Background: an optimization exercise with open tools, aiming at small area. Do not read the settings as production practice. Where RTL was checked, it was by simulation tests only, not by an equivalence proof against the original. The RTL of run 1 was laid out without a check of its function. No run shown here takes its clock network from TritonCTS; it comes from the design's own scripts or RTL. The clock input has no modelled driver; a real chip could not lean on it and would need a root buffer or a full tree. Power figures rest on the tool's default switching activity, not on a simulated workload.

==> flow/flow/run.sh <==
#!/bin/bash
# The standard ORFS layout (standard.sh) with these changes:
#  - port buffers are buf_1 cells (BUFFER_PORTS_ARGS); every port is still buffered;
#  - the clock tree is one level of MANUAL_CTS_N buffers (MANUAL_CTS_BUF), each driving a
#    balanced group of flip-flops (flow/cts_manual.tcl, sourced as PRE_CTS_TCL).
# ORFS's own logs stay under orfs/logs/; make's output goes to standard.log.
set -uo pipefail
bash standard.sh \
  "BUFFER_PORTS_ARGS=-buffer_cell sky130_fd_sc_hd__buf_1" \
  "REMOVE_ABC_BUFFERS=1" \
  "PRE_CTS_TCL=$PWD/flow/cts_manual.tcl" \
  "MANUAL_CTS_BUF=sky130_fd_sc_hd__buf_12" \
  "MANUAL_CTS_N=3" \
  finish > standard.log 2>&1
==> flow/flow/cts_manual.tcl <==
# Sourced by ORFS's cts.tcl before its clock tree synthesis (PRE_CTS_TCL).
# Replaces clock_tree_synthesis with a one-level clock tree: the flip-flops
# are split into MANUAL_CTS_N balanced groups by position (cut recursively
# across the longer side), and one clock buffer at each group's centroid drives that
# group's clock pins. The clock port drives only these buffers.
rename clock_tree_synthesis orfs_clock_tree_synthesis

# Split pins ({x y iterm} each) into n groups of near-equal size: cut across
# the longer side of the group's bounding box, in proportion, and recurse.
proc cts_split {pins n} {
  if {$n <= 1} { return [list $pins] }
  set xs {}
  set ys {}
  foreach p $pins {
    lappend xs [lindex $p 0]
    lappend ys [lindex $p 1]
  }
  set xs [lsort -real $xs]
  set ys [lsort -real $ys]
  set axis [expr {([lindex $xs end] - [lindex $xs 0]) >= ([lindex $ys end] - [lindex $ys 0]) ? 0 : 1}]
  set sorted [lsort -real -index $axis $pins]
  set n1 [expr {$n / 2}]
  set cut [expr {([llength $sorted] * $n1 + $n / 2) / $n}]
  set a [lrange $sorted 0 [expr {$cut - 1}]]
  set b [lrange $sorted $cut end]
  return [concat [cts_split $a $n1] [cts_split $b [expr {$n - $n1}]]]
}

proc clock_tree_synthesis {args} {
  set block [ord::get_db_block]
  set dbu [$block getDbUnitsPerMicron]
  set net [$block findNet clk]
  # each pin: {x y iterm}
  set pins {}
  foreach it [$net getITerms] {
    set box [[$it getInst] getBBox]
    lappend pins [list [expr {([$box xMin] + [$box xMax]) / 2.0 / $dbu}] \
                      [expr {([$box yMin] + [$box yMax]) / 2.0 / $dbu}] $it]
  }
  set groups [cts_split $pins $::env(MANUAL_CTS_N)]
  set k 0
  foreach g $groups {
    set sx 0.0
    set sy 0.0
    set loads {}
    foreach p $g {
      set sx [expr {$sx + [lindex $p 0]}]
      set sy [expr {$sy + [lindex $p 1]}]
      set it [lindex $p 2]
      lappend loads [get_pins "[[$it getInst] getName]/[[$it getMTerm] getName]"]
    }
    set n [llength $g]
    set cx [expr {$sx / $n}]
    set cy [expr {$sy / $n}]
    puts "manual CTS: group $k, $n clock pins, buffer at ($cx, $cy)"
    insert_buffer -net clk -load_pins $loads -buffer_cell $::env(MANUAL_CTS_BUF) \
      -location [list $cx $cy] -buffer_name clkbuf_m$k -net_name clknet_m$k
    incr k
  }
  foreach it [[$block findNet clk] getITerms] {
    set buf [$it getInst]
    set out [[$buf findITerm X] getNet]
    $out setSigType CLOCK
    puts "manual CTS: [$buf getName] drives [$out getName] ([llength [$out getITerms]] pins)"
  }
  set_propagated_clock [all_clocks]
}
==> flow/standard.sh <==
#!/bin/bash
# synth_recipe.tcl (not shown) runs the flow's synth.tcl, then flattens the netlist and writes it again
# the make line also repeats each setting of config.mk as NAME=value (left out here)
make -C /OpenROAD-flow-scripts/flow DESIGN_CONFIG=/design/flow/config.mk WORK_HOME=/design/flow/orfs CLKGATE_MAP_FILE= SYNTH_SCRIPT=/design/flow/synth_recipe.tcl "${@:-finish}"
==> flow/config.mk <==
export PLATFORM = sky130hd
export DESIGN_NAME = MISR_golden_sign
export DESIGN_NICKNAME = MISR_golden_sign
export VERILOG_FILES = /design/flow/design.v
export SDC_FILE = /design/flow/constraint.sdc
export NUM_CORES = 4
export LEC_CHECK = 0
export CAP_MARGIN = 20
export CORE_MARGIN = 2
export CORE_UTILIZATION = 70
export GPL_TIMING_DRIVEN = 0
export SLEW_MARGIN = 20
export SYNTH_HIERARCHICAL = 1
==> flow/constraint.sdc <==
create_clock -name core_clock -period 5.5 [get_ports {clk}]
set_input_delay 1.1000 -clock core_clock [delete_from_list [all_inputs] [get_ports {clk}]]
set_output_delay 1.1000 -clock core_clock [all_outputs]
set_load 0.01 [all_outputs]
==> flow/design.v <==
module bist_fa(input x, input y, input z, output s, output c);
    assign {c, s} = {1'b0, x} + {1'b0, y} + {1'b0, z};
endmodule
module bist_ha(input x, input y, output s, output c);
    assign {c, s} = {1'b0, x} + {1'b0, y};
endmodule
module bist_cy(input p, input x, input y, output s, output on);
    assign s = p ^ x;
    assign on = ~(p ? x : y);
endmodule
module bist_bw(input p, input w, input bb, output d, output on);
    assign d = p ^ w;
    assign on = ~(p ? bb : w);
endmodule
module MISR_golden_sign(
    input clk,
    input reset,
    output reg [73:0] MISR
    );
    reg [7:0] xn;
    reg [3:1] t;
    reg m;
    wire [7:0] x = ~xn;
    wire inj = t[2] & ~t[3];
    wire [7:0] a = x;
    wire [7:0] b = {m, x[7], x[6], x[5] ^ m, x[4] ^ m, x[3], x[2], x[1] ^ m};
    wire [7:0] bn = ~b;
    wire [7:0] xr = a ^ b;
    wire [8:1] cy, bw;
    wire [7:1] sv, dv;
    assign cy[1] = a[0] & b[0];
    assign bw[1] = ~a[0] & b[0];
    genvar i;
    generate
        for (i = 1; i < 8; i = i + 1) begin : rc
            if (i % 2) begin : odd
                bist_cy u_add (.p(xr[i]), .x(cy[i]), .y(a[i]), .s(sv[i]), .on(cy[i+1]));
                bist_bw u_sub (.p(xr[i]), .w(bw[i]), .bb(b[i]), .d(dv[i]), .on(bw[i+1]));
            end else begin : even
                bist_cy u_add (.p(xr[i]), .x(cy[i]), .y(xn[i]), .s(sv[i]), .on(cy[i+1]));
                bist_bw u_sub (.p(xr[i]), .w(bw[i]), .bb(bn[i]), .d(dv[i]), .on(bw[i+1]));
            end
        end
    endgenerate
    wire [7:0] s = {sv[7], ~sv[6], sv[5], ~sv[4], sv[3], ~sv[2], sv[1], xr[0]};
    wire [7:0] d = {dv[7], ~dv[6], dv[5], ~dv[4], dv[3], ~dv[2], dv[1], xr[0]};
    wire cout = ~cy[8];
    wire borrow = ~bw[8];
    wire pp1 = a[0] & b[0];
    wire pp2 = a[0] & b[3];
    wire pp3 = a[0] & b[4];
    wire pp4 = a[0] & b[7];
    wire pp5 = a[1] & b[0];
    wire pp6 = a[1] & b[3];
    wire pp7 = a[1] & b[4];
    wire pp8 = a[1] & b[7];
    wire pp9 = a[2] & b[0];
    wire pp10 = a[2] & b[3];
    wire pp11 = a[2] & b[4];
    wire pp12 = a[2] & b[7];
    wire pp13 = a[3] & b[0];
    wire pp14 = a[3] & b[3];
    wire pp15 = a[3] & b[4];
    wire pp16 = a[3] & b[7];
    wire pp17 = a[4] & b[0];
    wire pp18 = a[4] & b[3];
    wire pp19 = a[4] & b[4];
    wire pp20 = a[4] & b[7];
    wire pp21 = a[5] & b[0];
    wire pp22 = a[5] & b[3];
    wire pp23 = a[5] & b[4];
    wire pp24 = a[5] & b[7];
    wire pp25 = a[6] & b[0];
    wire pp26 = a[6] & b[3];
    wire pp27 = a[6] & b[4];
    wire pp28 = a[6] & b[7];
    wire pp29 = a[7] & b[0];
    wire pp30 = a[7] & b[3];
    wire pp31 = a[7] & b[4];
    wire pp32 = a[7] & b[7];
    wire pp33 = a[0] & a[2];
    wire pp34 = a[0] & a[3];
    wire pp35 = a[1] & a[2];
    wire pp36 = a[1] & a[3];
    wire pp37 = a[2];
    wire pp38 = a[2] & a[3];
    wire pp39 = a[0] & a[6];
    wire pp40 = a[2] & a[4];
    wire pp41 = a[3];
    wire pp42 = a[0] & a[7];
    wire pp43 = a[1] & a[6];
    wire pp44 = a[2] & a[5];
    wire pp45 = a[3] & a[4];
    wire pp46 = a[1] & a[7];
    wire pp47 = a[2] & a[6];
    wire pp48 = a[3] & a[5];
    wire pp49 = a[2] & a[7];
    wire pp50 = a[3] & a[6];
    wire pp51 = a[3] & a[7];
    wire pp52 = a[4] & a[6];
    wire pp53 = a[4] & a[7];
    wire pp54 = a[5] & a[6];
    wire pp55 = a[5] & a[7];
    wire pp56 = a[6];
    wire pp57 = a[6] & a[7];
    wire pp58 = a[7];
    wire s59, c60;
    bist_fa u_s59 (.x(pp34), .y(pp35), .z(pp9), .s(s59), .c(c60));
    wire s61, c62;
    bist_fa u_s61 (.x(pp37), .y(pp36), .z(pp13), .s(s61), .c(c62));
    wire s63, c64;
    bist_fa u_s63 (.x(pp2), .y(c60), .z(s61), .s(s63), .c(c64));
    wire s65, c66;
    bist_fa u_s65 (.x(pp17), .y(pp3), .z(pp6), .s(s65), .c(c66));
    wire s67, c68;
    bist_fa u_s67 (.x(c62), .y(s65), .z(c64), .s(s67), .c(c68));
    wire s69, c70;
    bist_fa u_s69 (.x(pp41), .y(pp38), .z(pp39), .s(s69), .c(c70));
    wire s71, c72;
    bist_fa u_s71 (.x(pp40), .y(pp10), .z(pp21), .s(s71), .c(c72));
    wire s73, c74;
    bist_fa u_s73 (.x(pp7), .y(s69), .z(c66), .s(s73), .c(c74));
    wire s75, c76;
    bist_fa u_s75 (.x(s71), .y(s73), .z(c68), .s(s75), .c(c76));
    wire s77, c78;
    bist_fa u_s77 (.x(pp42), .y(pp43), .z(pp44), .s(s77), .c(c78));
    wire s79, c80;
    bist_fa u_s79 (.x(pp45), .y(pp11), .z(pp14), .s(s79), .c(c80));
    wire s81, c82;
    bist_fa u_s81 (.x(pp25), .y(c70), .z(s77), .s(s81), .c(c82));
    wire s83, c84;
    bist_fa u_s83 (.x(c72), .y(s79), .z(s81), .s(s83), .c(c84));
    wire s85, c86;
    bist_fa u_s85 (.x(c74), .y(s83), .z(c76), .s(s85), .c(c86));
    wire s87, c88;
    bist_fa u_s87 (.x(pp46), .y(pp48), .z(pp15), .s(s87), .c(c88));
    wire s89, c90;
    bist_fa u_s89 (.x(pp18), .y(pp29), .z(pp4), .s(s89), .c(c90));
    wire s91, c92;
    bist_fa u_s91 (.x(c78), .y(c80), .z(s87), .s(s91), .c(c92));
    wire s93, c94;
    bist_fa u_s93 (.x(s89), .y(c82), .z(s91), .s(s93), .c(c94));
    wire s95, c96;
    bist_fa u_s95 (.x(c84), .y(s93), .z(c86), .s(s95), .c(c96));
    wire s97, c98;
    bist_fa u_s97 (.x(pp47), .y(pp19), .z(pp22), .s(s97), .c(c98));
    wire s99, c100;
    bist_fa u_s99 (.x(pp8), .y(c88), .z(c90), .s(s99), .c(c100));
    wire s101, c102;
    bist_fa u_s101 (.x(s97), .y(c92), .z(s99), .s(s101), .c(c102));
    wire s103, c104;
    bist_fa u_s103 (.x(c94), .y(s101), .z(c96), .s(s103), .c(c104));
    wire s105, c106;
    bist_fa u_s105 (.x(pp49), .y(pp50), .z(pp52), .s(s105), .c(c106));
    wire s107, c108;
    bist_fa u_s107 (.x(pp12), .y(pp23), .z(pp26), .s(s107), .c(c108));
    wire s109, c110;
    bist_fa u_s109 (.x(s105), .y(c98), .z(s107), .s(s109), .c(c110));
    wire s111, c112;
    bist_fa u_s111 (.x(c100), .y(s109), .z(c102), .s(s111), .c(c112));
    wire s113, c114;
    bist_fa u_s113 (.x(pp51), .y(pp53), .z(pp54), .s(s113), .c(c114));
    wire s115, c116;
    bist_fa u_s115 (.x(pp16), .y(pp27), .z(pp30), .s(s115), .c(c116));
    wire s117, c118;
    bist_fa u_s117 (.x(c106), .y(s113), .z(c108), .s(s117), .c(c118));
    wire s119, c120;
    bist_fa u_s119 (.x(s115), .y(s117), .z(c110), .s(s119), .c(c120));
    wire s121, c122;
    bist_fa u_s121 (.x(pp56), .y(pp55), .z(pp20), .s(s121), .c(c122));
    wire s123, c124;
    bist_fa u_s123 (.x(pp31), .y(c114), .z(c116), .s(s123), .c(c124));
    wire s125, c126;
    bist_fa u_s125 (.x(s121), .y(c118), .z(s123), .s(s125), .c(c126));
    wire s127, c128;
    bist_fa u_s127 (.x(pp24), .y(c122), .z(c124), .s(s127), .c(c128));
    wire s129, c130;
    bist_fa u_s129 (.x(pp58), .y(pp57), .z(pp28), .s(s129), .c(c130));
    wire s131, c132;
    bist_ha u_s131 (.x(pp33), .y(pp5), .s(s131), .c(c132));
    wire s133, c134;
    bist_ha u_s133 (.x(c132), .y(s59), .s(s133), .c(c134));
    wire s135, c136;
    bist_ha u_s135 (.x(c134), .y(s63), .s(s135), .c(c136));
    wire s137, c138;
    bist_ha u_s137 (.x(c136), .y(s67), .s(s137), .c(c138));
    wire s139, c140;
    bist_ha u_s139 (.x(c138), .y(s75), .s(s139), .c(c140));
    wire s141, c142;
    bist_ha u_s141 (.x(c140), .y(s85), .s(s141), .c(c142));
    wire s143, c144;
    bist_ha u_s143 (.x(c142), .y(s95), .s(s143), .c(c144));
    wire s145, c146;
    bist_ha u_s145 (.x(c144), .y(s103), .s(s145), .c(c146));
    wire s147, c148;
    bist_fa u_s147 (.x(s111), .y(c104), .z(c146), .s(s147), .c(c148));
    wire s149, c150;
    bist_ha u_s149 (.x(s119), .y(c112), .s(s149), .c(c150));
    wire s151 = s149 ^ c148;
    wire s152, c153;
    bist_ha u_s152 (.x(c120), .y(s125), .s(s152), .c(c153));
    wire cy154 = c150 | (s149 & c148);
    wire s155 = s152 ^ cy154;
    wire G156 = c153 | (s152 & c150);
    wire P157 = s152 & s149;
    wire s158, c159;
    bist_ha u_s158 (.x(c126), .y(s127), .s(s158), .c(c159));
    wire cy160 = G156 | (P157 & c148);
    wire s161 = s158 ^ cy160;
    wire G162 = c159 | (s158 & G156);
    wire P163 = s158 & P157;
    wire s164, c165;
    bist_ha u_s164 (.x(s129), .y(c128), .s(s164), .c(c165));
    wire cy166 = G162 | (P163 & c148);
    wire s167 = s164 ^ cy166;
    wire G168 = c165 | (s164 & G162);
    wire P169 = s164 & P163;
    wire s170, c171;
    bist_ha u_s170 (.x(pp32), .y(c130), .s(s170), .c(c171));
    wire cy172 = G168 | (P169 & c148);
    wire s173 = s170 ^ cy172;
    wire G174 = c171 | (s170 & G168);
    wire P175 = s170 & P169;
    wire cy176 = G174 | (P175 & c148);
    wire s177 = cy176;
    wire [15:0] p = {s177, s173, s167, s161, s155, s151, s147, s145, s143, s141, s139, s137, s135, s133, s131, pp1};
    wire [7:0] xnr = ~xr;
    wire [7:0] nd = ~(a & b);
    wire [7:0] ll = a << 2;
    wire [7:0] lr = a >> 2;
    wire [73:0] r = {s, cout, d, borrow, p, xr, xnr, nd, ll, lr};
    wire fb = MISR[73];
    wire [73:0] nxt = {MISR[72:0], fb} ^ r ^ {fb, 2'b00, fb, fb, 69'd0};
    always @(posedge clk) begin
        if (reset | ~t[2])
            MISR <= 74'd0;
        else
            MISR <= nxt;
    end
    always @(posedge clk) begin
        if (reset) begin
            xn <= 8'hff;
            t <= 3'd0;
            m <= 1'b0;
        end else begin
            xn <= ~{x[6], x[5], x[4] ^ x[7], x[3] ^ x[7], x[2], x[1], x[0] ^ x[7], x[7] | inj};
            t <= {t[2:1], 1'b1};
            m <= x[7];
        end
    end
endmodule
==> flow_summary.ini, run 1 <==
[pwr]
power_density_mw_per_mm2 = 186
p_total_uw = 930
power.leakage_uw = 0.00227
ir_worst_vdd_uv = 300

[place]
port_buffers = 75
dp_slack_ns = -0.400
hpwl_um = 6510
finalWeightedCongestion = 0.783

[flow_run]
maxCapViolCount = 0

[cells_and_area]
antennaDiodeCount = 0
area_delta_synth_final_pct = 10.4
multi_input_area_mm2 = 0.00271
num-nets-final = 571
final_layout_size_suffix_gt1_share_pct = 6.63
fin_util_pct = 79.4
regArea_mm2 = 0.00175
nFillCells = 425
layout_commonest_cell = nor2_1
mostFrequentLayoutCells = nor2_1, dfxtp_1, buf_1

[global_route]
first_global_vias = 2951
grt_antenna_before_repair = 0
grt_pass1_wl_um = 14400
grt_max_degree = 73
grt-ovfl-total = 0
gr-usage-all-layers_pct = 24.4

[synth]
ys_seq_area_share_pct = 37.9
syn_area_mm2 = 0.00454
ys_seq_elements = 86
postSynthCellCount = 433
synth_flop_cell = dfxtp_1
yosysWarnings = 7
avgSynthCellArea_um2 = 10.5
yosysUniqueCellTypes = 29
netlist.top_cell.by_area = dfxtp_1
synth_edf_count = 0
synthTopCellsByArea = dfxtp_1, fa_1, xor2_1
synth_top_area_share_pct = 37.9
async_flop_share_pct = 0

[clocking]
path_clk_slew_ns = 0.11
clk_latency_ns = 0.15
cts_hold_buf = 0

[drt]
viasPerCell = 5.26
num_vias = 3025
drtIter0Drc = 82
drtPass1Iterations = 4
final_antenna_net_count = 0
wirelength_um = 8780
wire_per_inst_um = 15.3
drc = 0

[floorplan]
die_y_um = 84.5
initial_utilization_pct = 71.9
rows = 29
die_width_um = 84.5
io_pins = 76
core-area_mm2 = 0.00631
die-area_mm2 = 0.00714

[timing]
setup_tns_ns = 0
setup_violations = 0
clock.fmax_mhz = 191
holdWs_ns = 0.465
worst_slack_ns = 0.262
skew_ns = 0.0141
period_minus_slack_ns = 5.24
rsz0062_at_grt = no
maxSlewViolCount = 0
hold_violations = 0
worstMarginPinSlew_ns = 0.734
slew_headroom_pct = 51.0
period_share_pct = 95.2

[worst_setup_path]
critPathTopFamily = adder cells
critical-path-max-stage-delay_ns = 0.49
cp_max_fo = 7
arrival_ns = 5.32
path_buf_inv = 1
required_ns = 5.58
end_kind = flop
cp-start-kind = flop
path_class = flop to flop
cp_cell_sequence = inv_4 -> ha_4 -> nor2_2 -> fa_1 -> fa_2 -> fa_2 -> fa_2 -> fa_1 -> fa_1 -> fa_1 -> ha_1 -> fa_2 -> nand3_1 -> a21boi_2 -> o41ai_2 -> mux2i_1
critPathSlowestCell = fa_1

[hold_path]
hp-class = flop to flop

[run_status]
status = complete, no violations
[flip-flops by register name, summed over array words and instances (netlist names)]
name / flops
m: 1
MISR: 74
t: 3
xn: 8
[layout make-up, clock buffers not listed]
class | count | area share [%]
well taps | 77 | 1.92
flip-flops and latches | 86 | 34.9
multi-input cells | 312 | 54.0
inverters | 14 | 1.15
repair buffers | 83 | 6.81
[metal layers]
metal	up-vias	global-route usage (%)	part of all wire [%]
li1	1475	-	-
met1	1483	35.8	45
met2	59	41.9	51
met3	8	1.18	3.3
met4	0	2.45	0.93
met5	-	0	0
[cells by family after synthesis]
family / synth area share, %
AND/OR/NAND/NOR: 12.1
adder cells (fa/ha/maj): 25.1
buffers and inverters: 3.53
multiplexers: 3.53
flip-flops: 37.9
AO/OA/AOI/OAI: 0.800
XOR/XNOR: 17.0
[path summary, 6_finish.rpt]
kind	start	endpoint	slack, ns	cells past startpoint
setup reg to reg	m	MISR[55]	0.26	16
setup / recovery	m	MISR[55]	0.26	16
hold / removal	MISR[7]	MISR[8]	0.47	1
hold reg to reg	MISR[7]	MISR[8]	0.47	1
[per-stage QoR]
stage / std cells / instance area, µm²
CTS: 567 / 4910
finish: 575 / 5010
floorplan: 412 / 4430
global placement: 564 / 4810
detailed placement: 564 / 4810
global route: 575 / 5010
[power by group]
| part | internal (µW) | switching (µW) | leakage, µW | total [µW] |
|---|---|---|---|---|
| clock | 89.2 | 156 | 0.0000282 | 245 |
| combinational | 19.6 | 30.3 | 0.00155 | 49.8 |
| sequential | 628 | 7.39 | 0.000696 | 635 |
| total | 737 | 194 | 0.00227 | 930 |
[timing repair]
item                                    4_1_cts  5_1_grt
buffers inserted                              0        8
endpoints found under the setup margin        6        4
resized for setup                            16       15
pin swaps                                     0        1
[Yosys cell counts, types with 5 or more instances]
cell / instances
ha_1: 32
buf_4: 5
nor2_1: 108
inv_1: 12
clkbuf_1: 13
xor2_1: 51
mux2i_1: 16
xnor2_1: 37
fa_1: 37
nand2_1: 8
and2_1: 5
dfxtp_1: 86
[per-module statistics from Yosys (local to each module, per instance)]
module,area (µm²),copies in the design,flops+latches,cells
MISR_golden_sign,3370,1,86,355
bist_fa,20.0,37,0,1
bist_bw,18.8,7,0,2
bist_cy,18.8,7,0,2
bist_ha,12.5,13,0,1
==> run 2, diff against run 1 <==
--- a/flow/design.v
+++ b/flow/design.v
@@ -20,10 +20,11 @@
     reg [7:0] xn;
     reg [3:1] t;
     reg m;
+    reg [2:0] bq;
     wire [7:0] x = ~xn;
     wire inj = t[2] & ~t[3];
     wire [7:0] a = x;
-    wire [7:0] b = {m, x[7], x[6], x[5] ^ m, x[4] ^ m, x[3], x[2], x[1] ^ m};
+    wire [7:0] b = {m, x[7], x[6], bq[2], bq[1], x[3], x[2], bq[0]};
     wire [7:0] bn = ~b;
     wire [7:0] xr = a ^ b;
     wire [8:1] cy, bw;
@@ -107,35 +108,35 @@
     wire s59, c60;
     bist_fa u_s59 (.x(pp34), .y(pp35), .z(pp9), .s(s59), .c(c60));
     wire s61, c62;
-    bist_fa u_s61 (.x(pp37), .y(pp36), .z(pp13), .s(s61), .c(c62));
+    bist_fa u_s61 (.x(pp37), .y(pp13), .z(pp2), .s(s61), .c(c62));
     wire s63, c64;
-    bist_fa u_s63 (.x(pp2), .y(c60), .z(s61), .s(s63), .c(c64));
+    bist_fa u_s63 (.x(pp36), .y(c60), .z(s61), .s(s63), .c(c64));
     wire s65, c66;
     bist_fa u_s65 (.x(pp17), .y(pp3), .z(pp6), .s(s65), .c(c66));
     wire s67, c68;
     bist_fa u_s67 (.x(c62), .y(s65), .z(c64), .s(s67), .c(c68));
     wire s69, c70;
-    bist_fa u_s69 (.x(pp41), .y(pp38), .z(pp39), .s(s69), .c(c70));
+    bist_fa u_s69 (.x(pp41), .y(pp10), .z(pp21), .s(s69), .c(c70));
     wire s71, c72;
-    bist_fa u_s71 (.x(pp40), .y(pp10), .z(pp21), .s(s71), .c(c72));
+    bist_fa u_s71 (.x(pp38), .y(pp39), .z(pp40), .s(s71), .c(c72));
     wire s73, c74;
-    bist_fa u_s73 (.x(pp7), .y(s69), .z(c66), .s(s73), .c(c74));
+    bist_fa u_s73 (.x(pp7), .y(c66), .z(s69), .s(s73), .c(c74));
     wire s75, c76;
     bist_fa u_s75 (.x(s71), .y(s73), .z(c68), .s(s75), .c(c76));
     wire s77, c78;
-    bist_fa u_s77 (.x(pp42), .y(pp43), .z(pp44), .s(s77), .c(c78));
+    bist_fa u_s77 (.x(pp11), .y(pp14), .z(pp25), .s(s77), .c(c78));
     wire s79, c80;
-    bist_fa u_s79 (.x(pp45), .y(pp11), .z(pp14), .s(s79), .c(c80));
+    bist_fa u_s79 (.x(pp42), .y(pp43), .z(pp44), .s(s79), .c(c80));
     wire s81, c82;
-    bist_fa u_s81 (.x(pp25), .y(c70), .z(s77), .s(s81), .c(c82));
+    bist_fa u_s81 (.x(pp45), .y(c70), .z(c72), .s(s81), .c(c82));
     wire s83, c84;
-    bist_fa u_s83 (.x(c72), .y(s79), .z(s81), .s(s83), .c(c84));
+    bist_fa u_s83 (.x(s77), .y(s79), .z(c74), .s(s83), .c(c84));
     wire s85, c86;
-    bist_fa u_s85 (.x(c74), .y(s83), .z(c76), .s(s85), .c(c86));
+    bist_fa u_s85 (.x(s81), .y(s83), .z(c76), .s(s85), .c(c86));
     wire s87, c88;
-    bist_fa u_s87 (.x(pp46), .y(pp48), .z(pp15), .s(s87), .c(c88));
+    bist_fa u_s87 (.x(pp15), .y(pp18), .z(pp29), .s(s87), .c(c88));
     wire s89, c90;
-    bist_fa u_s89 (.x(pp18), .y(pp29), .z(pp4), .s(s89), .c(c90));
+    bist_fa u_s89 (.x(pp4), .y(pp46), .z(pp48), .s(s89), .c(c90));
     wire s91, c92;
     bist_fa u_s91 (.x(c78), .y(c80), .z(s87), .s(s91), .c(c92));
     wire s93, c94;
@@ -143,7 +144,7 @@
     wire s95, c96;
     bist_fa u_s95 (.x(c84), .y(s93), .z(c86), .s(s95), .c(c96));
     wire s97, c98;
-    bist_fa u_s97 (.x(pp47), .y(pp19), .z(pp22), .s(s97), .c(c98));
+    bist_fa u_s97 (.x(pp19), .y(pp22), .z(pp47), .s(s97), .c(c98));
     wire s99, c100;
     bist_fa u_s99 (.x(pp8), .y(c88), .z(c90), .s(s99), .c(c100));
     wire s101, c102;
@@ -151,31 +152,31 @@
     wire s103, c104;
     bist_fa u_s103 (.x(c94), .y(s101), .z(c96), .s(s103), .c(c104));
     wire s105, c106;
-    bist_fa u_s105 (.x(pp49), .y(pp50), .z(pp52), .s(s105), .c(c106));
+    bist_fa u_s105 (.x(pp12), .y(pp23), .z(pp26), .s(s105), .c(c106));
     wire s107, c108;
-    bist_fa u_s107 (.x(pp12), .y(pp23), .z(pp26), .s(s107), .c(c108));
+    bist_fa u_s107 (.x(pp49), .y(pp50), .z(pp52), .s(s107), .c(c108));
     wire s109, c110;
-    bist_fa u_s109 (.x(s105), .y(c98), .z(s107), .s(s109), .c(c110));
+    bist_fa u_s109 (.x(c98), .y(s105), .z(s107), .s(s109), .c(c110));
     wire s111, c112;
     bist_fa u_s111 (.x(c100), .y(s109), .z(c102), .s(s111), .c(c112));
     wire s113, c114;
-    bist_fa u_s113 (.x(pp51), .y(pp53), .z(pp54), .s(s113), .c(c114));
+    bist_fa u_s113 (.x(pp16), .y(pp27), .z(pp30), .s(s113), .c(c114));
     wire s115, c116;
-    bist_fa u_s115 (.x(pp16), .y(pp27), .z(pp30), .s(s115), .c(c116));
+    bist_fa u_s115 (.x(pp51), .y(pp53), .z(pp54), .s(s115), .c(c116));
     wire s117, c118;
-    bist_fa u_s117 (.x(c106), .y(s113), .z(c108), .s(s117), .c(c118));
+    bist_fa u_s117 (.x(c106), .y(c108), .z(s113), .s(s117), .c(c118));
     wire s119, c120;
-    bist_fa u_s119 (.x(s115), .y(s117), .z(c110), .s(s119), .c(c120));
+    bist_fa u_s119 (.x(s115), .y(c110), .z(s117), .s(s119), .c(c120));
     wire s121, c122;
-    bist_fa u_s121 (.x(pp56), .y(pp55), .z(pp20), .s(s121), .c(c122));
+    bist_fa u_s121 (.x(pp56), .y(pp20), .z(pp31), .s(s121), .c(c122));
     wire s123, c124;
-    bist_fa u_s123 (.x(pp31), .y(c114), .z(c116), .s(s123), .c(c124));
+    bist_fa u_s123 (.x(pp55), .y(c114), .z(c116), .s(s123), .c(c124));
     wire s125, c126;
     bist_fa u_s125 (.x(s121), .y(c118), .z(s123), .s(s125), .c(c126));
     wire s127, c128;
     bist_fa u_s127 (.x(pp24), .y(c122), .z(c124), .s(s127), .c(c128));
     wire s129, c130;
-    bist_fa u_s129 (.x(pp58), .y(pp57), .z(pp28), .s(s129), .c(c130));
+    bist_fa u_s129 (.x(pp58), .y(pp28), .z(pp57), .s(s129), .c(c130));
     wire s131, c132;
     bist_ha u_s131 (.x(pp33), .y(pp5), .s(s131), .c(c132));
     wire s133, c134;
@@ -204,7 +205,7 @@
     wire G156 = c153 | (s152 & c150);
     wire P157 = s152 & s149;
     wire s158, c159;
-    bist_ha u_s158 (.x(c126), .y(s127), .s(s158), .c(c159));
+    bist_ha u_s158 (.x(s127), .y(c126), .s(s158), .c(c159));
     wire cy160 = G156 | (P157 & c148);
     wire s161 = s158 ^ cy160;
     wire G162 = c159 | (s158 & G156);
@@ -242,10 +243,12 @@
             xn <= 8'hff;
             t <= 3'd0;
             m <= 1'b0;
+            bq <= 3'd0;
         end else begin
             xn <= ~{x[6], x[5], x[4] ^ x[7], x[3] ^ x[7], x[2], x[1], x[0] ^ x[7], x[7] | inj};
             t <= {t[2:1], 1'b1};
             m <= x[7];
+            bq <= {x[4], x[3], x[0]};
         end
     end
 endmodule
==> run 2 against run 1 <==
  * Still clean on timing, DRC and antenna
  * Utilization fell by 1.1 points
  * Sequential power rose by 3.9%
  * Die area rose by 1.1%
  * Synthesized cell count rose by 0.69%
  * Wire length fell by 2.2%
  * Sequential cell count rose by 3
  * Clock power rose by 2%
  * Critical path depth fell by 1
  * Largest cell class unchanged
==> flow_summary.ini, run 2 <==
[run_status]
status = complete, no violations

[flow_run]
maxCapViolCount = 0

[global_route]
grt-ovfl-total = 0
gr-usage-all-layers_pct = 24.3
grt_antenna_before_repair = 0
grt_max_degree = 73
first_global_vias = 3046
grt_pass1_wl_um = 14500

[place]
dpl-instance-area_mm2 = 0.00487
hpwl_um = 6370
port_buffers = 75
dp_slack_ns = -0.417
finalWeightedCongestion = 0.782

[pwr]
power_density_mw_per_mm2 = 193
clock_power_share_pct = 26.2
p_comb_share_pct = 4.9
switching_share_pct = 20.8
ir_worst_vdd_uv = 217
internal_power_uw = 759
net-switching-power_uw = 199
seq_power_share_pct = 68.8
power.leakage_uw = 0.00221

[floorplan]
core-area_mm2 = 0.00635
die_width_um = 85.0
die_y_um = 85.0
die-area_mm2 = 0.00722
rows = 29
io_pins = 76
initial_utilization_pct = 72.3

[drt]
drtIter0Drc = 141
final_antenna_net_count = 0
drtPass1Iterations = 4
drc = 0
wirelength_um = 8580
wire_per_inst_um = 15.0
num_vias = 3020
viasPerCell = 5.28

[synth]
synthTopCellsByArea = dfxtp_1, fa_1, xor2_1
synthMuxAreaShare_pct = 3.49
ys_seq_elements = 89
synth-simple-area-share_pct = 13.7
syn_area_mm2 = 0.00459
avgSynthCellArea_um2 = 10.5
yosysWarnings = 7
synth-xor-area-share_pct = 16.8
synth_top_family_by_area = adder cells
async_flop_share_pct = 0
synth_top_area_share_pct = 38.8
synth_flop_cell = dfxtp_1
netlist.top_cell.by_area = dfxtp_1
synth_compound_area_share_pct = 0.790
yosysUniqueCellTypes = 28
synthAdderAreaFrac_pct = 23.2
postSynthCellCount = 436
synth_commonest_cells = nor2_1, dfxtp_1, xor2_1
synth_edf_count = 0
ys_seq_area_share_pct = 38.8
yosysMostFrequentCell = nor2_1

[worst_setup_path]
timing.rr.start = xn[2]
path_buf_inv = 1
cp_max_fo = 5
critPathCapture = MISR[53]
cp_cell_sequence = inv_1 -> ha_2 -> fa_1 -> fa_1 -> fa_1 -> fa_1 -> fa_1 -> fa_1 -> fa_1 -> ha_1 -> fa_1 -> nand3_1 -> a21boi_2 -> or3_1 -> a21oi_1
reg2reg_to = MISR[53]
end_kind = flop
rr_worst_depth = 15
critPathTopFamily = adder cells
path_class = flop to flop
path_common_cell = fa_1
critPathLaunch = xn[2]
r2r_slack_ns = 0.21
required_ns = 5.57
cp-start-kind = flop
crit_cells = 15
arrival_ns = 5.37
critPathSlowestCell = fa_1
critical-path-max-stage-delay_ns = 0.48

[timing]
worstMarginPinSlew_ns = 0.770
slew_headroom_pct = 48.7
skew_ns = 0.00881
worst_slack_ns = 0.208
period_minus_slack_ns = 5.29
setup_tns_ns = 0
period_share_pct = 96.2
clock.fmax_mhz = 189
rsz0062_at_grt = no
setup_violations = 0
hold_violations = 0
maxSlewViolCount = 0

[cells_and_area]
area_delta_synth_final_pct = 8.31
finalInstanceArea_mm2 = 0.00497
mostFrequentLayoutCells = nor2_1, dfxtp_1, buf_1
final_layout_size_suffix_gt1_share_pct = 3.23
top_register = MISR
antennaDiodeCount = 0
top_regs = MISR: 74 flops, xn: 8 flops
regArea_mm2 = 0.00180
layout_commonest_cell = nor2_1
nFillCells = 461
largest_reg_flops = 74
num-nets-final = 562
multi_input_area_mm2 = 0.00268

[clocking]
path_clk_slew_ns = 0.12
clk_latency_ns = 0.15

[hold_path]
hp-class = flop to flop
## run 2: worst min-delay path by stage
stage,startpoint,to,cells after the start
global route,t[1],t[2],1
floorplan,t[1],t[2],1
finish,t[3],xn[0],2
global placement,t[1],t[2],1
detailed placement,t[3],xn[0],2
CTS,t[1],t[2],1
## run 2: kinds of logic after synthesis
group | Yosys count
buffers and inverters | 32
AOI/OAI and AO/OA | 6
DFF | 89
and+or+nand+nor | 142
xor gates and xnor gates | 88
muxes | 16
adders and majority gates | 63
## run 2: what timing repair did
action / 4_1_cts / 5_1_grt
setup endpoints to repair: 6 / 3
gates cloned: 0 / 0
pin swaps: 0 / 0
buffers inserted: 1 / 1
hold buffers: 0 / 0
resized for setup: 6 / 6
## run 2: power groups by stage
stage	Clock, µW	Combinational [µW]	Sequential (µW)
5_1_grt	272	52.6	661
4_1_cts	256	47.1	660
3_5_place_dp	0	46.1	676
6_report	251	47.3	660
2_1_floorplan	0	29.7	677
3_3_place_gp	0	45.0	676
## run 2: Yosys stat by module (local to each module, per instance)
| module | flops+latches | cells inside | times used |
|---|---|---|---|
| MISR_golden_sign | 89 | 358 | 1 |
| bist_bw | 0 | 2 | 7 |
| bist_cy | 0 | 2 | 7 |
| bist_fa | 0 | 1 | 37 |
| bist_ha | 0 | 1 | 13 |
## run 2: per-stage QoR
step / hold WS (ns) / utilization, % / total power, µW / cells
after floorplan: 0.414 / - / 707 / 415
after global placement: 0.418 / 76.6 / 721 / 567
after detailed placement: 0.435 / 76.7 / 722 / 567
after CTS: 0.460 / 78.0 / 963 / 571
after global routing: 0.471 / 78.3 / 986 / 572
final: 0.457 / 78.3 / 958 / 572
## run 2: worst reg2reg max path: stages, from the launching register on
cell and delay [ns]:
dfxtp_4 0.36, inv_1 0.11, ha_2 0.23, fa_1 0.45, fa_1 0.46, fa_1 0.44
fa_1 0.43, fa_1 0.43, fa_1 0.43, fa_1 0.48, ha_1 0.24, fa_1 0.44
nand3_1 0.13, a21boi_2 0.09, or3_1 0.35, a21oi_1 0.15
## run 2: area by class of cell, clock buffers not listed
type	count	area share, %
inverter	11	0.830
multi-input combinational	315	53.9
sequential	89	36.1
tap	77	1.94
timing repair buffer	77	5.96
## run 2: metal layers
metal,share of wire [%],global-route usage (%)
met1,45,35.2
met2,50,42.4
met3,4.3,1.17
met4,1.0,2.60
met5,0,0
==> run 3, diff against run 2 <==
--- a/flow/design.v
+++ b/flow/design.v
@@ -19,11 +19,13 @@
     );
     reg [7:0] xn;
     reg [3:1] t;
-    reg m;
-    reg [2:0] bq;
+    reg mn;
+    reg [2:0] bqn;
     wire [7:0] x = ~xn;
     wire inj = t[2] & ~t[3];
     wire [7:0] a = x;
+    wire m = ~mn;
+    wire [2:0] bq = ~bqn;
     wire [7:0] b = {m, x[7], x[6], bq[2], bq[1], x[3], x[2], bq[0]};
     wire [7:0] bn = ~b;
     wire [7:0] xr = a ^ b;
@@ -242,13 +244,13 @@
         if (reset) begin
             xn <= 8'hff;
             t <= 3'd0;
-            m <= 1'b0;
-            bq <= 3'd0;
         end else begin
             xn <= ~{x[6], x[5], x[4] ^ x[7], x[3] ^ x[7], x[2], x[1], x[0] ^ x[7], x[7] | inj};
             t <= {t[2:1], 1'b1};
-            m <= x[7];
-            bq <= {x[4], x[3], x[0]};
         end
     end
-endmodule
+    always @(posedge clk) begin
+        mn <= xn[7];
+        bqn <= {xn[4], xn[3], xn[0]};
+    end
+endmodule
--- a/flow/config.mk
+++ b/flow/config.mk
@@ -7,7 +7,7 @@
 export LEC_CHECK = 0
 export CAP_MARGIN = 20
 export CORE_MARGIN = 2
-export CORE_UTILIZATION = 70
+export CORE_UTILIZATION = 60
 export GPL_TIMING_DRIVEN = 0
 export SLEW_MARGIN = 20
 export SYNTH_HIERARCHICAL = 1
==> run 3 against run 2 <==
  * Clock skew up 0.0044 ns
  * Worst hold slack worse by 0.019 ns
  * Final cell count up 3.7%
  * Critical path depth unchanged
  * First-iteration DRC count down 21%
  * Utilization down 10 points
  * Largest cell class unchanged
  * Total power up 0.35%
  * Global-route usage down 2.5 points
  * Die area up 15%
  * Clock power about the same
  * Sequential power about the same
  * Wire length up 0.15%
==> flow_summary.ini, run 3 <==
[run_status]
status = complete, no violations

[place]
port_buffers = 75
dp_slack_ns = -0.373
place_inst = 588
hpwl_um = 6420
finalWeightedCongestion = 0.823
dpl-instance-area_mm2 = 0.00485

[synth]
yosysMostFrequentCell = nor2_1
postSynthCellCount = 439
syn_area_mm2 = 0.00457
synthTopCellsByArea = dfxtp_1, fa_1, xor2_1
yosysUniqueCellTypes = 30
async_flop_share_pct = 0
synth_flop_cell = dfxtp_1
ys_seq_area_share_pct = 39.0
synth_commonest_cells = nor2_1, dfxtp_1, xor2_1
netlist.top_cell.by_area = dfxtp_1
yosysWarnings = 7
synth_edf_count = 0
synth_top_area_share_pct = 39.0
avgSynthCellArea_um2 = 10.4
ys_seq_elements = 89

[floorplan]
die-area_mm2 = 0.00832
initial_utilization_pct = 62.6
rows = 31
core-area_mm2 = 0.00729
io_pins = 76
die_y_um = 91.2
die_width_um = 91.2

[cells_and_area]
largest_reg_flops = 74
num-nets-final = 561
final_layout_size_suffix_gt1_share_pct = 3.04
finalNonFillerCells = 593
antennaDiodeCount = 0
mostFrequentLayoutCells = nor2_1, dfxtp_1, buf_1
area_delta_synth_final_pct = 8.33
top_regs = MISR: 74 flops, xn: 8 flops
fin_util_pct = 67.8
finalInstanceArea_mm2 = 0.00495
layout_commonest_cell = nor2_1
top_register = MISR

[timing]
slew_headroom_pct = 50.7
hold_violations = 0
period_share_pct = 95.5
skew_ns = 0.0132
worstMarginPinSlew_ns = 0.739
holdWs_ns = 0.439
maxSlewViolCount = 0
worst_slack_ns = 0.247
clock.fmax_mhz = 190
setup_violations = 0
period_minus_slack_ns = 5.25
rsz0062_at_grt = no

[clocking]
clk_latency_ns = 0.15
cts_hold_buf = 0
path_clk_slew_ns = 0.12

[worst_setup_path]
path_buf_inv = 1
path_class = flop to flop
end_kind = flop
r2r_slack_ns = 0.25
critPathSlowestCell = fa_1
cp-start-kind = flop
path_common_cell = fa_1
cp_cell_sequence = inv_1 -> ha_2 -> fa_1 -> fa_1 -> fa_1 -> fa_1 -> fa_1 -> fa_1 -> fa_1 -> ha_1 -> fa_1 -> nand3_1 -> a21boi_2 -> or3_1 -> a21oi_1
required_ns = 5.57
arrival_ns = 5.33
critical-path-max-stage-delay_ns = 0.47
cp_max_fo = 5
critPathTopFamily = adder cells

[drt]
drtIter0Drc = 112
drc = 0
final_antenna_net_count = 0
num_vias = 2947
wire_per_inst_um = 14.5
viasPerCell = 4.97
wirelength_um = 8590
drtPass1Iterations = 4

[pwr]
ir_worst_vdd_uv = 201
power.leakage_uw = 0.00224
power_density_mw_per_mm2 = 194

[hold_path]
hp-class = flop to flop

[global_route]
first_global_vias = 3085
grt_pass1_wl_um = 15100
grt_antenna_before_repair = 0
gr-usage-all-layers_pct = 21.8
grt-ovfl-total = 0
grt_max_degree = 72

[flow_run]
maxCapViolCount = 0
==> run 3: cells by family (layout without fill, tap and decap cells) <==
family | count (synthesis) | after routing | share of synthesized area [%]
simple gates | 137 | 137 | 12.4
buf+inv | 39 | 94 | 3.86
compound gates | 7 | 7 | 0.987
xor+xnor | 88 | 88 | 16.9
flops | 89 | 89 | 39.0
fa+ha+maj | 63 | 63 | 23.3
mux | 16 | 16 | 3.51
==> run 3: where the power goes <==
part / internal (µW) / switching (µW) / total [µW]
clock network: 89.2 / 160 / 249
registers: 653 / 8.94 / 662
logic: 19.9 / 30.8 / 50.7
==> run 3: cell type report, clock buffers not listed <==
class                      count  area (µm²)
multi-input combinational    311        2620
fill                         595        2350
sequential                    89        1790
timing repair buffer          77         297
tap                           99         124
inverter                      14        52.6
==> run 3: final timing paths <==
path,endpoint,depth (start not counted),from
setup reg to reg,MISR[53],15,xn[2]
hold / removal,t[2],1,t[1]
hold reg to reg,t[2],1,t[1]
setup / recovery,MISR[53],15,xn[2]
==> run 3: metrics by stage <==
stage	power (µW)	setup TNS, ns
finish	962	0
global route	994	0
detailed placement	728	-1.15
CTS	973	0
floorplan	712	0
global placement	727	-1.14
==> run 3: routing by layer <==
layer	up-vias	part of all wire, %	wire [µm]	track usage, %
met1	1426	48	4100	31.4
met3	4	3.1	269	1.08
met4	0	0.76	65	1.77
met2	56	48	4160	38.0
met5	-	0	0	0
li1	1461	-	-	-
==> run 3: repair_timing <==
item                                    CTS  global route
endpoints found under the setup margin    6             3
buffers inserted                          1             1
gates resized for setup                   5             4
cloned                                    0             0
==> run 3: Yosys stat by module (local to each module, per instance) <==
module            flops+latches  copies in the design  cell area [µm²]  cells inside
bist_ha                       0                    13             12.5             1
bist_fa                       0                    37             20.0             1
bist_cy                       0                     7             18.8             2
MISR_golden_sign             89                     1             3400           361
bist_bw                       0                     7             18.8             2
==> run 4, diff against run 3 <==
--- a/flow/config.mk
+++ b/flow/config.mk
@@ -7,7 +7,7 @@
 export LEC_CHECK = 0
 export CAP_MARGIN = 20
 export CORE_MARGIN = 2
-export CORE_UTILIZATION = 60
+export CORE_UTILIZATION = 78
 export GPL_TIMING_DRIVEN = 0
 export SLEW_MARGIN = 20
 export SYNTH_HIERARCHICAL = 1
==> run 4 against run 3 <==
  * Worst hold slack better by 0.014 ns
  * First-iteration DRC count is 80% higher
  * Final area is 0.25% lower
  * Sequential cell count stayed put
  * Wire length is 10% higher
  * Combinational power is 4% higher
  * Die area is 22% lower
  * Total power is 0.61% higher
  * Synthesized area stayed put
  * Largest cell class unchanged
==> flow_summary.ini, run 4 <==
[drt]
num_vias = 3135
final_antenna_net_count = 0
drtPass1Iterations = 4
dr_wl_met2_um = 4960
viasPerCell = 5.52
wl_met1_um = 3830
met3_length_um = 460
wirelength_um = 9470
drc = 0
wire_per_inst_um = 16.7
maxUsedRoutingLayer = met4
drtIter0Drc = 202

[floorplan]
io_pins = 76
core-area_mm2 = 0.00557
rows = 27
die_y_um = 80.5
initial_utilization_pct = 81.9
die_width_um = 80.5
die-area_mm2 = 0.00648

[worst_setup_path]
critPathSlowestCell = fa_1
cp_cell_sequence = inv_1 -> ha_2 -> fa_1 -> fa_1 -> fa_2 -> fa_1 -> fa_1 -> fa_1 -> fa_1 -> ha_1 -> fa_1 -> nand3_1 -> a21boi_2 -> or3_1 -> a21oi_2
critPathLaunch = xn[2]
critPathTopFamily = adder cells
path_class = flop to flop
timing.rr.start = xn[2]
critical-path-max-stage-delay_ns = 0.46
required_ns = 5.58
cp_max_fo = 6
end_kind = flop
path_common_cell = fa_1
arrival_ns = 5.38
path_buf_inv = 1
cp-start-kind = flop

[cells_and_area]
mostFrequentLayoutCells = nor2_1, dfxtp_1, buf_1
largest_reg_flops = 74
final_layout_size_suffix_gt1_share_pct = 3.83
top_regs = MISR: 74 flops, xn: 8 flops
top_register = MISR
num-nets-final = 563
layout_commonest_cell = nor2_1
area_delta_synth_final_pct = 8.06
nFillCells = 280
fin_util_pct = 88.5
antennaDiodeCount = 0
finalNonFillerCells = 568

[synth]
synth_commonest_cells = nor2_1, dfxtp_1, xor2_1
ys_seq_area_share_pct = 39.0
async_flop_share_pct = 0
synth_edf_count = 0
synth_flop_cell = dfxtp_1
syn_area_mm2 = 0.00457
avgSynthCellArea_um2 = 10.4
ys_seq_elements = 89
synth_top_area_share_pct = 39.0
postSynthCellCount = 439
netlist.top_cell.by_area = dfxtp_1
yosysMostFrequentCell = nor2_1
synthTopCellsByArea = dfxtp_1, fa_1, xor2_1
yosysWarnings = 7
yosysUniqueCellTypes = 30

[timing]
period_minus_slack_ns = 5.30
worstMarginPinSlew_ns = 0.750
setup_violations = 0
hold_violations = 0
holdWs_ns = 0.453
setup_tns_ns = 0
slew_headroom_pct = 50.0
period_share_pct = 96.4
skew_ns = 0.0122
rsz0062_at_grt = no
maxSlewViolCount = 0
clock.fmax_mhz = 189

[run_status]
status = complete, no violations

[place]
finalWeightedCongestion = 0.802
place_inst = 561
hpwl_um = 6800
port_buffers = 75

[global_route]
gr-usage-all-layers_pct = 28.2
grt_pass1_wl_um = 14300
first_global_vias = 3063
grt_max_degree = 72
grt_antenna_before_repair = 0
grt-ovfl-total = 0

[clocking]
cts_hold_buf = 0
path_clk_slew_ns = 0.12
clk_latency_ns = 0.15

[pwr]
power_density_mw_per_mm2 = 196
ir_worst_vdd_uv = 195
power.leakage_uw = 0.00224

[hold_path]
hp-class = flop to flop
worstHoldStart = t[1]

[flow_run]
maxCapViolCount = 0
## run 4: cell counts after synthesis
Identical to the previous run, type by type.
## run 4: per-module statistics from Yosys, one instance, submodules excluded
module            flip-flops and latches  cells
MISR_golden_sign                      89    361
bist_bw                                0      2
bist_fa                                0      1
bist_cy                                0      2
bist_ha                                0      1
## run 4: worst register-to-register path, cell delays in order (launching register included)
cell      delay, ns
dfxtp_4        0.40
inv_1          0.11
ha_2           0.22
fa_1           0.45
fa_1           0.46
fa_2           0.39
fa_1           0.42
fa_1           0.42
fa_1           0.42
fa_1           0.47
ha_1           0.23
fa_1           0.44
nand3_1        0.16
a21boi_2       0.11
or3_1          0.39
a21oi_2        0.15
## run 4: worst paths after layout
| check | to | slack (ns) | cells after the start |
|---|---|---|---|
| worst min register to register | t[2] | 0.45 | 1 |
| worst max-delay path | MISR[53] | 0.20 | 15 |
| worst max register to register | MISR[53] | 0.20 | 15 |
| worst min-delay path | t[2] | 0.45 | 1 |
## run 4: kinds of logic after synthesis
logic type / synth area share, %
muxes: 3.51
buffers and inverters: 3.86
adders and majority gates: 23.3
xor gates and xnor gates: 16.9
and+or+nand+nor: 12.4
AOI/OAI and AO/OA: 0.987
DFF: 39.0
## run 4: report_power, final
group          internal (µW)  switching [µW]
Sequential               653            9.62
Combinational           20.3            32.1
Clock                   89.3             163
## run 4: final cells by class, clock buffers not listed
| type | count | area (µm²) | area share, % |
|---|---|---|---|
| sequential | 89 | 1790 | 36.3 |
| multi-input combinational | 311 | 2630 | 53.3 |
| timing repair buffer | 79 | 312 | 6.31 |
| inverter | 14 | 52.6 | 1.07 |
| tap | 72 | 90.1 | 1.83 |
## run 4: metrics by stage
stage               cell area [µm²]  setup WS, ns  total power, µW
finish                         4930         0.196              967
global route                   4930       0.00200              992
CTS                            4890        0.0220              964
detailed placement             4810        -0.325              728
global placement               4810        -0.294              725
floorplan                      4440         0.153              712
## run 4: routing by layer
metal  GRT usage (%)  vias to the layer above
met4            4.07                        0
met1            36.2                     1550
met2            53.2                      103
met3            2.13                       22
met5               0                        -
li1                -                     1460
## run 4: repair_timing
action / 4_1_cts / 5_1_grt
cloned: 0 / 0
gates resized for setup: 4 / 7
setup buffers: 0 / 4
endpoints found under the setup margin: 6 / 5
==> run 5, diff against run 4 <==
--- a/flow/config.mk
+++ b/flow/config.mk
@@ -7,7 +7,7 @@
 export LEC_CHECK = 0
 export CAP_MARGIN = 20
 export CORE_MARGIN = 2
-export CORE_UTILIZATION = 78
+export CORE_UTILIZATION = 70
 export GPL_TIMING_DRIVEN = 0
 export SLEW_MARGIN = 20
 export SYNTH_HIERARCHICAL = 1
==> run 5 against run 4 <==
  * Worst hold slack got worse by 0.00051 ns
  * Final area fell by 0.38%
  * First-iteration DRC count fell by 19%
  * Sequential power barely moved
  * Critical path depth did not move
  * Setup slack improved by 0.049 ns
  * Synthesized area did not move
  * Register-to-register slack improved by 0.05 ns
  * Clock power fell by 2%
  * Utilization fell by 11 points
  * Total power fell by 0.59%
  * Die area rose by 11%
  * Critical path type unchanged
  * Highest routed layer unchanged
==> flow_summary.ini, run 5 <==
[run_status]
status = complete, no violations

[cells_and_area]
top_register = MISR
mostFrequentLayoutCells = nor2_1, dfxtp_1, buf_1
regArea_mm2 = 0.00179
layout_commonest_cell = nor2_1
finalNonFillerCells = 571
largest_reg_flops = 74
num-nets-final = 561
top_regs = MISR: 74 flops, xn: 8 flops
area_delta_synth_final_pct = 7.65
multi_input_area_mm2 = 0.00262
final_layout_size_suffix_gt1_share_pct = 2.83
nFillCells = 436
antennaDiodeCount = 0

[floorplan]
initial_utilization_pct = 72.3
core-area_mm2 = 0.00631
rows = 29
die_width_um = 84.8
die_y_um = 84.8
io_pins = 76
die-area_mm2 = 0.00718

[global_route]
grt-ovfl-total = 0
grt_antenna_before_repair = 0
grt_pass1_wl_um = 14400
gr-usage-all-layers_pct = 24.3
grt_max_degree = 72
first_global_vias = 3080

[timing]
worstMarginPinSlew_ns = 0.746
slew_headroom_pct = 50.2
period_minus_slack_ns = 5.25
worst_slack_ns = 0.246
clock.fmax_mhz = 190
setup_violations = 0
rsz0062_at_grt = no
holdWs_ns = 0.452
period_share_pct = 95.5
hold_violations = 0
maxSlewViolCount = 0
skew_ns = 0.00859

[hold_path]
hp-class = flop to flop

[synth]
syn_area_mm2 = 0.00457
synthTopCellsByArea = dfxtp_1, fa_1, xor2_1
ys_seq_area_share_pct = 39.0
avgSynthCellArea_um2 = 10.4
async_flop_share_pct = 0
synth_top_area_share_pct = 39.0
ys_seq_elements = 89
netlist.top_cell.by_area = dfxtp_1
yosysUniqueCellTypes = 30
yosysMostFrequentCell = nor2_1
postSynthCellCount = 439
synth_flop_cell = dfxtp_1
synth_commonest_cells = nor2_1, dfxtp_1, xor2_1
yosysWarnings = 7
synth_edf_count = 0

[drt]
drtIter0Drc = 163
drc = 0
final_antenna_net_count = 0
wirelength_um = 8680
wire_per_inst_um = 15.2
drtPass1Iterations = 4
viasPerCell = 5.32
num_vias = 3040

[worst_setup_path]
required_ns = 5.57
cp-start-kind = flop
critPathSlowestCell = fa_1
cp_max_fo = 5
path_buf_inv = 1
path_common_cell = fa_1
cp_cell_sequence = inv_1 -> ha_1 -> fa_1 -> fa_1 -> fa_1 -> fa_2 -> fa_1 -> fa_1 -> fa_1 -> ha_1 -> fa_1 -> nand3_1 -> a21boi_1 -> or3_1 -> a21oi_1
path_class = flop to flop
critPathTopFamily = adder cells
end_kind = flop
critical-path-max-stage-delay_ns = 0.47
arrival_ns = 5.33

[place]
dp_slack_ns = -0.392
hpwl_um = 6370
port_buffers = 75
finalWeightedCongestion = 0.827
place_inst = 566

[clocking]
clk_latency_ns = 0.15
path_clk_slew_ns = 0.11

[pwr]
ir_worst_vdd_uv = 214
power.leakage_uw = 0.00224
p_total_uw = 962
power_density_mw_per_mm2 = 196

[flow_run]
maxCapViolCount = 0
==> run 5: through the flow <==
step	setup TNS (ns)	utilization, %	area, µm²
after floorplan	0	-	4440
after global placement	-0.968	76.3	4820
after detailed placement	-1.19	76.3	4820
after CTS	0	77.6	4900
after global routing	0	77.8	4910
final	0	77.8	4910
==> run 5: modules after synthesis (local to each module, per instance) <==
| module | cell area, µm² | times used | flip-flops and latches | cells inside |
|---|---|---|---|---|
| bist_bw | 18.8 | 7 | 0 | 2 |
| MISR_golden_sign | 3400 | 1 | 89 | 361 |
| bist_cy | 18.8 | 7 | 0 | 2 |
| bist_ha | 12.5 | 13 | 0 | 1 |
| bist_fa | 20.0 | 37 | 0 | 1 |
==> run 5: final cells by class, clock buffers not listed <==
type                    instances  area share (%)
multi-input cells             311            53.3
flip-flops and latches         89            36.5
repair buffers                 77            6.03
well taps                      77            1.96
inverters                      14            1.07
==> run 5: routing by layer <==
layer  wire, µm  vias up  GRT usage (%)
met5          0        -              0
met4         76        0           2.74
met3        341        9           1.08
met2       4370       83           44.4
met1       3900     1487           33.4
li1           -     1461              -
==> run 5: timing repair <==
action                                  4_1_cts  5_1_grt
pin swaps                                     0        0
cloned                                        0        0
resized for setup                             4        4
hold buffers                                  0        0
setup buffers                                 1        1
endpoints found under the setup margin        6        5
==> run 5: logic make-up (layout without fill, tap and decap cells) <==
logic type | Yosys count | in the layout | share of synthesized area, %
fa+ha+maj | 63 | 63 | 23.3
buf+inv | 39 | 94 | 3.86
simple gates | 137 | 137 | 12.4
xor+xnor | 88 | 88 | 16.9
flops | 89 | 89 | 39.0
mux | 16 | 16 | 3.51
compound gates | 7 | 7 | 0.987
==> run 5: power by group <==
part | leakage, µW | switching [µW] | internal (µW) | total [µW]
Combinational | 0.00149 | 30.8 | 19.8 | 50.6
Clock | 0.0000282 | 160 | 89.2 | 249
Sequential | 0.000720 | 9.02 | 653 | 662
==> run 5: final timing paths <==
check / from / endpoint / slack [ns] / cells past startpoint
worst max-delay path: xn[2] / MISR[53] / 0.25 / 15
worst min-delay path: t[1] / t[2] / 0.45 / 1
worst max register to register: xn[2] / MISR[53] / 0.25 / 15
worst min register to register: t[1] / t[2] / 0.45 / 1
==> run 5: worst register-to-register path, cell delays in order, from the launching register on <==
cell and delay [ns]:
dfxtp_4 0.36, inv_1 0.10, ha_1 0.25, fa_1 0.47, fa_1 0.46, fa_1 0.45
fa_2 0.38, fa_1 0.42, fa_1 0.42, fa_1 0.46, ha_1 0.23, fa_1 0.44
nand3_1 0.12, a21boi_1 0.12, or3_1 0.36, a21oi_1 0.15

## what the ideal ports hide
Ports are ideal in the flow. The routed layouts listed here were re-timed in OpenROAD. Step 1: set_driving_cell puts a clkbuf_16 on clk and a buf_2 on each other input, an assumption about the parent block. Step 2 moves the port delays by t, midway between the first and last clock arrival at a register: inputs arrive t later, outputs are due t later. That takes back most of the time a late clock gives input paths. Three values: ideal ports, drivers, drivers and shift; two values: the first two.
run | t (ns) | setup WS [ns] | worst slew at a driven data input, ns
run 1 | 0.207 | 0.262 / 0.262 / 0.262 | 0.03
run 2 | 0.210 | 0.208 / 0.208 / 0.208 | 0.03
run 3 | 0.211 | 0.247 / 0.247 / 0.247 | 0.03
run 4 | 0.209 | 0.196 / 0.196 / 0.196 | 0.03
run 5 | 0.209 | 0.246 / 0.246 / 0.246 | 0.03
After both steps setup and hold are still met in every run listed.
